From an optimization exercise on the open Yosys and OpenROAD flow, aimed at small area; shortcuts taken in it are not production practice.
Only simulation tests tie the RTL to the original design; equivalence was not proved.
Power and IR drop assume default switching activity.

===== flow/config.mk =====
export PLATFORM = sky130hd
export DESIGN_NAME = demo
export DESIGN_NICKNAME = demo
export VERILOG_FILES = /design/flow/design.v
export SDC_FILE = /design/flow/constraint.sdc
export NUM_CORES = 8
export LEC_CHECK = 0
export CAP_MARGIN = 40
export CORE_MARGIN = 2
export CORE_UTILIZATION = 30
export SLEW_MARGIN = 40

===== flow/constraint.sdc =====
create_clock -name core_clock -period 70.0 [get_ports {CLK}]
set_input_delay 14.0000 -clock core_clock [delete_from_list [all_inputs] [get_ports {CLK}]]
set_output_delay 14.0000 -clock core_clock [all_outputs]
set_load 0.01 [all_outputs]

===== flow/design.v =====
module demo(output [7:0] R,G,B,output h,output [3:0] print_bool,output reg [3:0] A_count,B_count,output [1:0] tmot,output [7:0] score,input CLK,left,right,control,Clear,next,output [6:0] ckot,input rst);
	localparam LW = 16;  
	function [7:0] W(input [2:0] k);
		case(k)
			0: W = 8'b11000011;
			1: W = 8'b10111101;
			2: W = 8'b01101010;
			3: W = 8'b01011110;
			4: W = 8'b01011110;
			5: W = 8'b01101010;
			6: W = 8'b10111101;
			default: W = 8'b11000011;
		endcase
	endfunction
	function [7:0] L(input [2:0] k);
		case(k)
			0: L = 8'b01111110;
			1: L = 8'b00000000;
			2: L = 8'b01111110;
			3: L = 8'b01111111;
			4: L = 8'b01111111;
			5: L = 8'b01111111;
			6: L = 8'b01111111;
			default: L = 8'b00111111;
		endcase
	endfunction
	function [6:0] seg(input [3:0] d);
		case(d)
			4'd1: seg = 7'b1001111;
			4'd2: seg = 7'b0010010;
			4'd3: seg = 7'b0000110;
			4'd4: seg = 7'b1001100;
			4'd5: seg = 7'b0100100;
			4'd6: seg = 7'b0100000;
			4'd7: seg = 7'b0001111;
			4'd8: seg = 7'b0000000;
			4'd9: seg = 7'b0000100;
			default: seg = 7'b0000001;
		endcase
	endfunction
	localparam [63:0] LV0 = 64'hF8_FA_FA_FA_FA_FA_FA_F8;
	localparam [63:0] LV1 = 64'hFD_FA_FD_FA_FD_FA_FD_FA;
	localparam [63:0] LV2 = 64'hF0_FF_FF_FD_FF_FF_FF_F0;
	localparam [63:0] WP  = 64'hC3_BD_6A_5E_5E_6A_BD_C3;
	localparam [63:0] UM  = ~(LV0 & LV1 & LV2 & WP);
	reg [2:0] p, s;
	reg [1:0] v;
	reg [4:0] w;
	wire p5 = (p == 3'd5);
	wire s4 = (s == 3'd4);
	wire tick_div  = (p == 3'd2);                           
	wire tick_ball = p5 && s4 && (v == 2'd1);               
	wire tick_div3 = tick_div && (s == 3'd2) && (w == 5'd12);  
	always @(posedge CLK)
		if(rst) begin
			p <= 0; s <= 0; v <= 0; w <= 0;
		end else begin
			p <= p5 ? 3'd0 : p + 3'd1;
			if(p5) begin
				s <= s4 ? 3'd0 : s + 3'd1;
				if(s4) begin
					v <= v + 2'd1;
					w <= (w == 5'd24) ? 5'd0 : w + 5'd1;
				end
			end
		end
	reg [2:0] cnt;
	reg tmh;
	always @(posedge CLK)
		if(rst) begin
			cnt <= 0; tmh <= 0;
		end else if(tick_div) begin
			cnt <= cnt + 3'd1;
			tmh <= cnt[0];
		end
	assign print_bool = {1'b1, cnt};
	assign tmot = {tmh, ~tmh};
	assign h = 1'b1;
	reg [3:0] prevA, prevB;
	reg stop, stop_v;
	reg ball_stop;
	always @(posedge CLK) begin
		stop_v = stop;
		if(rst) begin
			A_count <= 4'd9; B_count <= 4'd9; stop <= 0;
			prevA <= 4'd9; prevB <= 4'd9;
		end else if(tick_div3) begin
			if(Clear || next) begin
				A_count <= 4'd9; B_count <= 4'd9;
			end else if(control && B_count != 0 && !ball_stop) begin
				if(A_count != 0) A_count <= A_count - 1'b1;
				else B_count <= B_count - 1'b1;
			end else if(control) begin
				if(A_count != 0) begin
					if(ball_stop) begin
						stop_v = 1;
						A_count <= 0; B_count <= 0;
					end else
						A_count <= A_count - 1'b1;
				end else
					stop_v = 1;
			end
			if(A_count == 0 && control && !stop_v)
				A_count <= 4'd9;
			prevA <= A_count;
			prevB <= B_count;
			stop <= stop_v;
		end
	end
	assign ckot = seg(cnt[0] ? prevB : prevA);
	reg [LW-1:0] line;  
	reg [3:0] bh;       
	reg off;            
	reg h7;             
	reg heq;            
	reg [1:0] direct;
	reg [1:0] lvl;      
	reg emp;            
	reg [25:0] brk;     
	reg [4:0] k;        
	reg bf, bfr, bhit;
	reg [2:0] button_if;
	reg smile;
	reg [4:0] sbp;      
	reg tW;             
	reg [7:0] tM;       
	reg [1:0] bb;       
	reg bc4;            
	reg bfl;            
	function integer SL(input integer i);
		case(i)
			0: SL = 2;
			1: SL = 3;
			2: SL = 0;
			3: SL = 1;
			4: SL = 2;
			5: SL = 3;
			8: SL = 4;
			9: SL = 4;
			10: SL = 5;
			14: SL = 5;
			16: SL = 6;
			18: SL = 7;
			20: SL = 8;
			23: SL = 9;
			24: SL = 10;
			25: SL = 10;
			26: SL = 11;
			29: SL = 11;
			31: SL = 12;
			32: SL = 13;
			33: SL = 13;
			34: SL = 14;
			37: SL = 14;
			39: SL = 15;
			40: SL = 16;
			41: SL = 16;
			42: SL = 17;
			44: SL = 18;
			47: SL = 19;
			48: SL = 20;
			49: SL = 20;
			50: SL = 21;
			54: SL = 21;
			56: SL = 25;
			57: SL = 24;
			58: SL = 22;
			59: SL = 23;
			60: SL = 24;
			61: SL = 25;
			default: SL = -1;
		endcase
	endfunction
	wire [2:0] ll = line[2:0];
	wire lz = (line[LW-1:3] == 0);  
	wire [3:0] hm6 = bh - {3'b0, off};  
	wire [63:0] pres;
	genvar gi;
	generate for(gi = 0; gi < 64; gi = gi + 1) begin : pb
		if(SL(gi) >= 0) begin : y
			assign pres[gi] = !emp && !brk[SL(gi)] &&
				((lvl == 2'd0 && !LV0[gi]) || (lvl == 2'd1 && !LV1[gi]) ||
				 (lvl == 2'd2 && !LV2[gi]) || (lvl == 2'd3 && !WP[gi]));
		end else begin : n
			assign pres[gi] = 1'b0;
		end
	end endgenerate
	assign G = ~pres[{cnt, 3'b000} +: 8];
	wire up = (direct == 2'd1) || !bf;
	wire [2:0] rr = up ? 3'd6 - bh[2:0] : 3'd0 - bh[2:0];
	wire [2:0] cc = (direct == 2'd1) ? ll : ((direct == 2'd0) ^ bf) ? ll - 3'd1 : ll + 3'd1;
	reg chk_r;
	always @(posedge CLK)
		if(cnt == cc) chk_r <= !G[rr];
	wire ldn = next && lvl[1] == 1'b0;   
	wire chk_new = (lvl == 2'd0) ? !LV1[{cc, rr}] : !LV2[{cc, rr}];
	function [4:0] bt(input [1:0] lv);
		bt = (lv == 0) ? 5'd18 : (lv == 1) ? 5'd12 : 5'd9;
	endfunction
	function [4:0] pn(input [1:0] lv);
		pn = (lv == 0) ? 5'd18 : (lv == 1) ? 5'd12 : (lv == 2) ? 5'd9 : 5'd26;
	endfunction
	function [4:0] pl(input [1:0] lv);
		pl = (lv == 0) ? 5'd12 : (lv == 1) ? 5'd8 : (lv == 2) ? 5'd6 : 5'd23;
	endfunction
	reg [LW-1:0] line_n;
	reg [3:0] bh_n;
	reg off_n, h7_n, heq_n, bf_n, bfr_n, bhit_n, smile_n, bstop_n, emp_n;
	reg [1:0] dir_n, lvl_n;
	reg [2:0] bi_n;
	reg [4:0] k_n, sbp_n;
	reg tW_n, bc4_n, bfl_n;
	reg [7:0] tM_n;
	reg [1:0] bb_n;
	reg run, chk, kill, heq1, bhit1, asc, pad, linc, ldec, hinc, hdec, sEmpty, sW, none;
	reg [1:0] bdir;
	reg [LW-1:0] lx;
	always @* begin
		line_n = line; bh_n = bh; off_n = off; h7_n = h7; heq_n = heq; bf_n = bf; bfr_n = bfr; bhit_n = bhit;
		smile_n = smile; bstop_n = ball_stop; dir_n = direct; lvl_n = lvl; bi_n = button_if;
		k_n = k; emp_n = emp; sbp_n = sbp; tW_n = tW; tM_n = tM; bb_n = bb; bc4_n = bc4; bfl_n = bfl;
		heq1 = 0; bhit1 = 0; asc = 0; pad = 0; kill = 0; none = 0;
		linc = 0; ldec = 0; hinc = 0; hdec = 0; sEmpty = 0; sW = 0;
		bdir = (right && !left) ? 2'd2 : (!right && left) ? 2'd0 : 2'd1;
		run = control && !stop;
		chk = ldn ? chk_new : chk_r;
		if(next) begin
			smile_n = 0;
			if(ldn) begin
				lvl_n = lvl + 1'b1;
				k_n = 0; emp_n = 0;
			end
			tW_n = 0; tM_n = 8'b00111000;
			bb_n = 0; bc4_n = 1; bfl_n = 0;
		end
		if(run) begin
			if(left && !right) begin
				if(button_if != 0) begin
					tM_n = tM_n >> 1;
					bi_n = button_if - 1'b1;
				end
			end else if(right && !left) begin
				if(button_if < 5) begin
					tM_n = tM_n << 1;
					bi_n = button_if + 1'b1;
				end
			end
			bfl_n = 0;
			if(ll == 3'd4) bc4_n = 0;
			kill = chk;
			if(chk) k_n = k_n + 1'b1;
			heq1 = heq | chk;
			bhit1 = bhit | (chk & bf & (direct != 2'd1));
			heq_n = heq1; bhit_n = bhit1;
			asc = !heq1 && !h7;
			if(asc) begin
				hinc = 1; h7_n = (hm6 == 4'd6);
				if(direct == 2'd0) begin
					ldec = 1;
					if(lz && ll == 3'd1) dir_n = 2;
					else if(hm6 == 4'd6) begin dir_n = 2; bf_n = 1; bfr_n = 1; end
				end else if(direct == 2'd2) begin
					linc = 1;
					if(lz && ll == 3'd6) dir_n = 0;
					else if(hm6 == 4'd6) begin dir_n = 0; bf_n = 1; bfr_n = 1; end
				end
			end else if(bh != 4'd15) begin
				if(direct == 2'd1) begin
					hdec = 1;
					if(!tW && tM_n[ll] && bh == 4'd2) begin
						off_n = 0; h7_n = 0; heq_n = 0;
						if(bdir != 2'd1) dir_n = bdir;
					end
				end else begin
					if(bhit1) begin
						h7_n = (bh == 4'd8); off_n = 1; heq_n = 0; bhit_n = 0; bf_n = 0; bfr_n = 0;
					end
					pad = !tW && ((direct == 2'd0) ? (tM_n[ll + 3'd1] || tM_n[ll + 3'd2])
					                               : (tM_n[ll - 3'd1] || tM_n[ll - 3'd2]));
					if(pad && bh == 4'd2) begin
						hdec = 1; linc = (direct == 2'd0); ldec = (direct != 2'd0);
						off_n = 0; h7_n = 0; heq_n = 0; dir_n = bdir; bf_n = 0; bfr_n = 0;
					end else if(direct == 2'd0 && lz && ll == 3'd7) begin
						dir_n = 2;
					end else if(direct != 2'd0 && lz && ll == 3'd0) begin
						dir_n = 0;
					end else if(!bhit1 && h7 && bfr) begin
						bfr_n = 0;
					end else begin
						hdec = 1; linc = (direct == 2'd0); ldec = (direct != 2'd0);
						if(bhit1) off_n = 0;
					end
				end
			end
			bh_n = bh + {{3{hdec}}, hinc | hdec};
			lx = ldec ? ~line : line;
			line_n = (linc | ldec) ? line ^ (lx ^ (lx + 1'b1)) : line;
			if(bh_n != 4'd15) begin
				bfl_n = 1;
				sbp_n = emp_n ? bt(lvl_n) : (lvl_n != 2'd3) ? k_n : (k_n > 5'd17) ? k_n - 5'd17 : 5'd0;
				if(emp_n || k_n == pn(lvl_n)) begin
					if(lvl_n[1] == 1'b0) begin
						bb_n = 1; sEmpty = 1;
					end else begin
						bb_n = 0; sW = 1;
					end
					bc4_n = 0; bfl_n = 0;
					tW_n = 1; tM_n = 8'hFF;
					smile_n = 1; dir_n = 1; bstop_n = 0; line_n = 4; bh_n = 1;
					bf_n = 0; heq_n = 0; off_n = 1; h7_n = 0; bi_n = 3;
				end
			end else begin
				bstop_n = 1;
				bb_n = 2; bc4_n = 0; bfl_n = 0;
				tW_n = 0; tM_n = 0;
				sEmpty = 1;
			end
		end else if(stop && !ball_stop) begin
			if(!smile_n) begin
				if(!emp_n && k_n < pl(lvl_n)) begin
					bb_n = 2; bc4_n = 0; bfl_n = 0;
					tW_n = 0; tM_n = 0;
					sEmpty = 1;
				end else begin
					if(lvl_n[1]) begin
						bb_n = 1; sW = 1;
					end else begin
						bb_n = 0; sEmpty = 1;
					end
					bc4_n = 0; bfl_n = 0;
					tW_n = 1; tM_n = 8'hFF; bi_n = 3;
				end
				smile_n = 1;
			end
		end
		if(sEmpty) emp_n = 1;
		if(sW) begin lvl_n = 2'd3; emp_n = 0; k_n = 0; end
	end
	always @(posedge CLK)
		if(rst) begin
			direct <= 1; ball_stop <= 0; line <= 4; bh <= 1;
			bf <= 0; bfr <= 0; bhit <= 0; heq <= 0; off <= 1; h7 <= 0;
			button_if <= 3; lvl <= 0; smile <= 0; sbp <= 0;
			k <= 0; emp <= 0;
			tW <= 0; tM <= 8'b00111000;
			bb <= 0; bc4 <= 1; bfl <= 0;
		end else if(tick_ball) begin
			direct <= dir_n; ball_stop <= bstop_n; line <= line_n; bh <= bh_n;
			bf <= bf_n; bfr <= bfr_n; bhit <= bhit_n; heq <= heq_n; off <= off_n; h7 <= h7_n;
			button_if <= bi_n; lvl <= lvl_n; smile <= smile_n; sbp <= sbp_n;
			k <= k_n; emp <= emp_n;
			tW <= tW_n; tM <= tM_n;
			bb <= bb_n; bc4 <= bc4_n; bfl <= bfl_n;
		end
	wire [63:0] hitpos = {63'b0, kill} << {cc, rr};
	genvar gs;
	generate for(gs = 0; gs < 26; gs = gs + 1) begin : bs
		wire [63:0] mine;
		for(gi = 0; gi < 64; gi = gi + 1) begin : m
			assign mine[gi] = (SL(gi) == gs);
		end
		always @(posedge CLK)
			if(rst) brk[gs] <= 1'b0;
			else if(tick_ball) brk[gs] <= !sW && ((brk[gs] && !ldn) || |(hitpos & mine));
	end endgenerate
	wire [1:0] level = lvl[1] ? 2'd2 : lvl;
	genvar gj;
	generate for(gj = 0; gj < 8; gj = gj + 1) begin : sc
		assign score[gj] = (sbp >= 2*gj+2) || (sbp == 2*gj+1 && sbp == bt(level));
	end endgenerate
	wire [2:0] widx = cnt - button_if + 3'd3;
	assign B = !tM[cnt] ? 8'hFF : tW ? W(widx) : 8'h7F;
	assign R = (bfl && cnt == ll) ? ~(8'h80 >> bh[2:0]) :
	           (bb == 2'd1) ? W(cnt) : (bb == 2'd2) ? L(cnt) :
	           (bc4 && cnt == 3'd4) ? 8'hBF : 8'hFF;
endmodule

===== flow/run.sh =====
#!/bin/bash
# synth_recipe.tcl (not shown) runs the flow's synth.tcl, then flattens the netlist and writes it again
# the make line also repeats each setting of config.mk as NAME=value (left out here)
make -C /OpenROAD-flow-scripts/flow DESIGN_CONFIG=/design/flow/config.mk WORK_HOME=/design/flow/orfs CLKGATE_MAP_FILE= SYNTH_SCRIPT=/design/flow/synth_recipe.tcl finish

==> impl_metrics.tcl <==
set metrics [dict create \
    run_status "complete, no violations" \
    min_from "brk[19]" \
    vias 10100 \
    post_synthesis_area_per_instance_um2 7.65 \
    period_minus_slack_ns 20.04 \
    maxCapViolCount 0 \
    grt_pass1_vias 9237 \
    crit_arrival_ns 20.32 \
    grt_usage 0.182 \
    p_leak_nw 4.11 \
    post-route-drc-count 0 \
    critical_path.endpoint_type "register" \
    fin_setup_tns_ns 0 \
    core.rowCount 66 \
    cts.htree.levels 4 \
    fin_crit_sh 0.286 \
    cts_num_sinks 120 \
    synth-compound-area-share 0.290 \
    viasPerCell 5.71 \
    cts_root_buf "clkbuf_16" \
    antenna_found_initial 0 \
    hpwlAfterDp_mm 22.6 \
    ys_warn_count 1 \
    dieHeight_um 186 \
    grt_remaining_overflow 0 \
    clkTransAtPathRegs_ns 0.06 \
    synth_edf_count 1 \
    numCtsBuffers 17 \
    synth-seq-area-share 0.242 \
    tritoncts "yes" \
    synth_xor_xnor_area_share 0.0378 \
    synth_ff_type "dfxtp_1" \
    fp.dieArea_um2 34700 \
    worst_slew_margin_rel 0.472 \
    startpoint_type "input port" \
    max_freq_ghz 0.0499 \
    clk_latency_ns 0.44 \
    synth.lib_cells_used.distinct 103 \
    detailedRoute.firstPassIterationCount 8 \
    grt_max_degree 54 \
    post_route_cells_drive_above_1_share 0.0872 \
    hold_path_class "reg -> reg" \
    yosys_register_bits 120 \
    final_stage_net_count 1380 \
    class_of_the_most_critical_setup_path "in -> reg" \
    synthTopCellsByCount "132 x nor2_1, 119 x dfxtp_1, 114 x nand2_1" \
    worst_ep_required_time_ns 70.27 \
    ioPinCount 61 \
    yosys-mux-area-fraction 0.0489 \
    route.antenna.remaining_nets 0 \
    synth.largest_area_cell "dfxtp_1" \
    antenna_cells 0 \
    ys_top_cells_by_area "dfxtp_1 24%, ha_1 6.8%, a21oi_1 5.0%, nor2_1 5.0%, nand2_1 4.3%" \
    finalMaxSlewViolations 0 \
    post-synth-top-area-fraction 0.239 \
    post_synth_and_or_nand_nor_area_fraction 0.239 \
    synth_most_common_cell "nor2_1" \
    die_x_um 186 \
    cts.repair.resized 0 \
    postRouteWirelength_mm 31.6 \
    drtIter0Drc 979 \
    cts_hold_repair.buffers 0 \
    asyncSetResetFlopFracSynth 0 \
    max-vdd-ir-drop_mv 0.0156 \
    clock-skew-final_ns 0.0119 \
    synth-adder-area-share 0.0718 \
    worstPathMaxFanout 29 \
    area_growth_pct 14.7 \
    netlist_instances 1303 \
    regToRegStartpoint "direct[1]" \
    grt_setup_unrepaired "no" \
    clock_path_buffers 2 \
    p_per_area_nw_per_um2 15.3 \
    dpl_cell_area_um2 10800 \
    io_buffers 58 \
    layout.cell_area.non_filler_um2 11400 \
    core_area_um2 32600 \
    final_util 0.351 \
    cts_setup_buffers 0 \
    dominant_combinational_cell_family_by_area_after_synthesis "compound AO/OA/AOI/OAI gates" \
    timing_worst_slew_pin_value_ns 0.792 \
    wl_per_cell_um 17.8 \
    syn-cell-area_um2 9970 \
    grt_first_pass_wirelength_mm 49.9 \
    finalSetupViolCount 0 \
    gpl.final_weighted_congestion 0.916 \
    floorplan.initialDensity 0.306 \
    worst_setup_path_startpoint "left" \
    final-hold-violation-count 0 \
]
==> registers in the layout, indices dropped and copies added (netlist names), 4 cells and up <==
signal / flops
brk: 26
k: 5
prevA: 4
sbp: 5
A_count: 4
prevB: 4
line: 16
tM: 8
B_count: 4
bh: 4
w: 5
==> final cells by class <==
cell class                 count  area, um^2
fill                        3403       21200
multi-input combinational   1021        6870
sequential                   120        2410
timing repair buffer          75         701
tap                          442         553
clock buffer                  18         429
inverter                      82         308
clock inverter                14         161
==> per-layer routing <==
metal / track usage / share of wire / up-vias
met2: 0.278 / 0.44 / 384
met5: 0 / 0 / -
li1: - / - / 4839
met4: 0.0841 / 0.033 / 0
met1: 0.248 / 0.46 / 4826
met3: 0.0331 / 0.067 / 76
==> logic make-up (layout without fill, tap and decap cells) <==
kind of cell | after synthesis | in the layout
simple gates | 484 | 484
compound gates | 398 | 398
buf+inv | 163 | 189
flops | 120 | 120
fa+ha+maj | 56 | 56
mux | 41 | 41
xor+xnor | 40 | 40
other cells | 1 | 2
==> path summary, 6_finish.rpt <==
check	cells past startpoint	slack, ns	to
max	21	49.96	brk[4]
min	2	0.48	brk[19]
max reg2reg	23	62.42	brk[4]
min reg2reg	2	0.48	brk[19]
==> critical path, stage by stage <==
cell and delay (ns):
clkdlybuf4s50_1 0.49, ha_2 0.52, nor2b_1 0.21, a221oi_1 0.33, o21ai_1 0.19, mux2i_1 0.30
nor3_1 0.12, o32ai_4 0.37, nand3_1 0.34, a31oi_1 0.51, ha_1 0.33, a21o_1 0.16
a21oi_1 0.17, xnor2_1 0.28, nor2_1 0.07, or3b_1 0.18, a21oi_1 0.10, a41oi_4 0.37
a31oi_4 0.29, a31oi_4 0.75, o32ai_1 0.20
==> power breakdown <==
part | total [mW] | internal [mW] | switching, mW | leakage (nW)
logic | 0.0144 | 0.00502 | 0.00935 | 2.86
registers | 0.0689 | 0.0687 | 0.000249 | 0.968
clock network | 0.0912 | 0.0533 | 0.0379 | 0.279
==> cell usage in the layout (no fill, tap or decap), types with 7 or more instances in the layout <==
cell type	n
or3_1	18
nand3_1	37
or2_2	7
nor2_1	132
o21a_1	7
o32ai_1	10
xnor2_1	23
clkdlybuf4s50_1	57
a21o_1	7
o22ai_1	25
a211oi_1	15
inv_6	7
mux2i_1	30
ha_1	53
inv_1	75
dfxtp_1	117
a21oi_1	99
a311oi_1	9
clkbuf_16	17
nand2b_1	19
o211ai_1	18
nor3_1	52
and2_1	13
nand2_1	114
nor4_1	8
xor2_1	15
and3_1	20
o21ai_0	64
o221ai_1	7
o31ai_1	11
nor2b_1	15
nand4_1	13
buf_4	16
a31oi_1	21
a221oi_1	10
==> metrics by stage <==
stage	setup slack (ns)	total power [mW]	hold slack, ns	std cells
5_1_grt	49.51	0.179	0.493	1772
4_1_cts	50.04	0.175	0.475	1770
3_3_place_gp	49.51	0.0844	0.460	1738
2_1_floorplan	51.18	0.0805	0.444	1304
3_5_place_dp	49.65	0.0846	0.465	1738
6_report	49.96	0.174	0.477	1772

separate check: timing with driven ports:
Ports are ideal in the flow. The routed layout listed here was re-timed in OpenROAD. Step 1, drivers: a clkbuf_16 drives CLK and a buf_2 each remaining input, both assumed. Step 2 adds t to the input delays and takes it off the output delays; t is the mean of the earliest and latest rising clock arrival at the registers after step 1. Input paths then give back, and output paths get back, about the clock's delay inside the block. Three values: ideal, step 1, step 2; two values: the first two.
t (ns): 0.482
setup WS [ns]: 49.956 / 49.987 / 49.505
slew at the worst register clock pin (ns): 0.07 / 0.07
worst slew at a driven data input, ns: 0.03
After both steps this run still meets setup and hold. The setup slack of this run moves by +0.031 ns with the drivers and by -0.451 ns with both steps.
